Background: an optimization exercise with open tools, aiming at small area, a short achievable clock period and few clock cycles. Do not read the settings as production practice.
Only simulation tests tie the RTL to the original design; equivalence was not proved.

==> flow/design.v (excerpt) <==
module Deco(
             clk_p_i,
             reset_n_i,
             data_i,
             data_o,
             start_i,
             done_o
);
For scale: roughly 8500 cells after synthesis, ~680 flip-flops, ~72000 µm² of cells after synthesis.
==> flow/config.mk <==
export PLATFORM = sky130hd
export DESIGN_NAME = Deco
export DESIGN_NICKNAME = Deco
export VERILOG_FILES = /design/flow/design.v
export SDC_FILE = /design/flow/constraint.sdc
export NUM_CORES = 4
export LEC_CHECK = 0
export CAP_MARGIN = 20
export CORE_MARGIN = 2
export CORE_UTILIZATION = 65
export PLACE_DENSITY = 0.75
export SLEW_MARGIN = 20
==> flow/constraint.sdc <==
create_clock -name core_clock -period 44.0 [get_ports {clk_p_i}]
set_input_delay 8.8000 -clock core_clock [delete_from_list [all_inputs] [get_ports {clk_p_i}]]
set_output_delay 8.8000 -clock core_clock [all_outputs]
set_load 0.01 [all_outputs]
standard.sh (not shown) runs the stock make flow with config.mk's settings and CLKGATE_MAP_FILE= SYNTH_SCRIPT=/design/flow/synth_recipe.tcl, a recipe that flattens the netlist after the stock synthesis.
==> flow/flow/run.sh <==
#!/bin/bash
set -euo pipefail
bash standard.sh SETUP_SLACK_MARGIN=33.8 "BUFFER_PORTS_ARGS=-buffer_cell sky130_fd_sc_hd__buf_2" finish > standard.log 2>&1
Testbench counts at the start, summed over its fixed seeds: cycles 11,298.
==> next run, changes <==
==> flow/run.sh (new file) <==
#!/bin/bash
# synth_recipe.tcl (not shown) runs the flow's synth.tcl, then flattens the netlist and writes it again
# the make line also repeats each setting of config.mk as NAME=value (left out here)
make -C /OpenROAD-flow-scripts/flow DESIGN_CONFIG=/design/flow/config.mk WORK_HOME=/design/flow/orfs CLKGATE_MAP_FILE= SYNTH_SCRIPT=/design/flow/synth_recipe.tcl finish
removed: flow/flow/run.sh
removed: flow/standard.sh
=> The changed run passed the timing, design-rule and antenna checks; worst setup slack loses 0.41 ns; non-clock buffer count fell by 8; final area hardly moves.

========
== build 34 ==
Deco, a different RTL version from the one above (not shown whole).
Size: about 9000 cells after synthesis, ~590 flip-flops, ~0.065 mm² of cells after synthesis.
export LEC_CHECK = 0
export ABC_AREA = 1
export CAP_MARGIN = 20
export CORE_MARGIN = 2
export CORE_UTILIZATION = 75
export PLACE_DENSITY = 0.85
export SLEW_MARGIN = 20
create_clock -name core_clock -period 44.0 [get_ports {clk_p_i}]
==> flow/flow/run.sh <==
#!/bin/bash
# The standard layout, with faster port buffers: the ports' delays are fixed,
# so their buffers' delay adds straight to the achieved period.
set -euo pipefail
bash standard.sh "BUFFER_PORTS_ARGS=-buffer_cell sky130_fd_sc_hd__buf_2" finish > standard.log 2>&1
In summary, build 34 completed successfully, with a layout that passed the timing, design-rule and antenna checks.
Testbench counts of build 34, summed over its fixed seeds: cycles 11,298.
[inputs] build 59 vs build 34
-- flow/config.mk --
<<< build 34, line 7
export LEC_CHECK = 0
export ABC_AREA = 1
export CAP_MARGIN = 20
export CORE_MARGIN = 2
export CORE_UTILIZATION = 75
export PLACE_DENSITY = 0.85
export SLEW_MARGIN = 20
>>> build 59, line 7
export LEC_CHECK = 0
export CAP_MARGIN = 20
export CORE_MARGIN = 2
export CORE_UTILIZATION = 65
export PLACE_DENSITY = 0.75
export SLEW_MARGIN = 20
Findings:
- On build 59: maximum number of pins on one net before global-route repair is 7 higher than what build 34 gave.
- Total negative slack came out exactly the same in build 59 and build 34.
- Taking build 34 as the reference, in build 59 die span in y +9.1%; final design utilization shows a reduction of 10 points; die outline area saw an increase; share of the final layout cell area in sequential cells fell by 0.88 points.
- Number of global-route vias before repair sits lower in build 59 than in build 34.
Setup changes, build 59 to build 84
-- flow/config.mk --
<<< build 59, line 7
export LEC_CHECK = 0
export CAP_MARGIN = 20
>>> build 84, line 7
export LEC_CHECK = 0
export ABC_AREA = 1
export CAP_MARGIN = 20
## What came out
- Compared with build 59, build 84 shows a critical path depth that is 4 lower.
- Across both runs, adder-cell area share of the yosys netlist was lower for build 84 than for build 59.
- Going from build 59 to build 84, routed wire length picked up an extra about 1.7%; number of cells on the worst reg-to-reg path lost 4; via count of the first global-routing pass picked up an extra about 5%; global-route wire length before repair picked up an extra about 2.3%.

static timing again, ports no longer ideal:
In the flow no input, the clock included, has a driving cell. The finished layouts below were timed again as built, in two steps.
Step 1 (the two cells are an assumption about what drives the block):
set clk [get_ports {clk_p_i}]
set_driving_cell -lib_cell sky130_fd_sc_hd__clkbuf_16 $clk
set_driving_cell -lib_cell sky130_fd_sc_hd__buf_2 [delete_from_list [all_inputs] $clk]
Step 2 times the ports against the registers' clock, not the clock port: input delays grow and output delays shrink by t, the midpoint of the rising clock arrivals with the driver on.
Three values: no drivers, after step 1, after step 2; two values: the first two.
| run | t, ns | setup slack, ns | slew at the worst register clock pin (ns) |
|---|---|---|---|
| the first run of note 1 | 0.748 | 34.004 / 33.925 / 34.226 | 0.07 / 0.07 |
| the second run of note 1 | 0.763 | 33.590 / 33.511 / 33.651 | 0.07 / 0.07 |
| build 34 | 0.780 | 33.601 / 33.601 / 33.601 | 0.08 / 0.08 |
| build 59 | 0.742 | 31.482 / 31.482 / 31.482 | 0.08 / 0.08 |
| build 84 | 0.755 | 33.644 / 33.644 / 33.644 | 0.07 / 0.07 |
After both steps setup and hold are still met in every run listed.
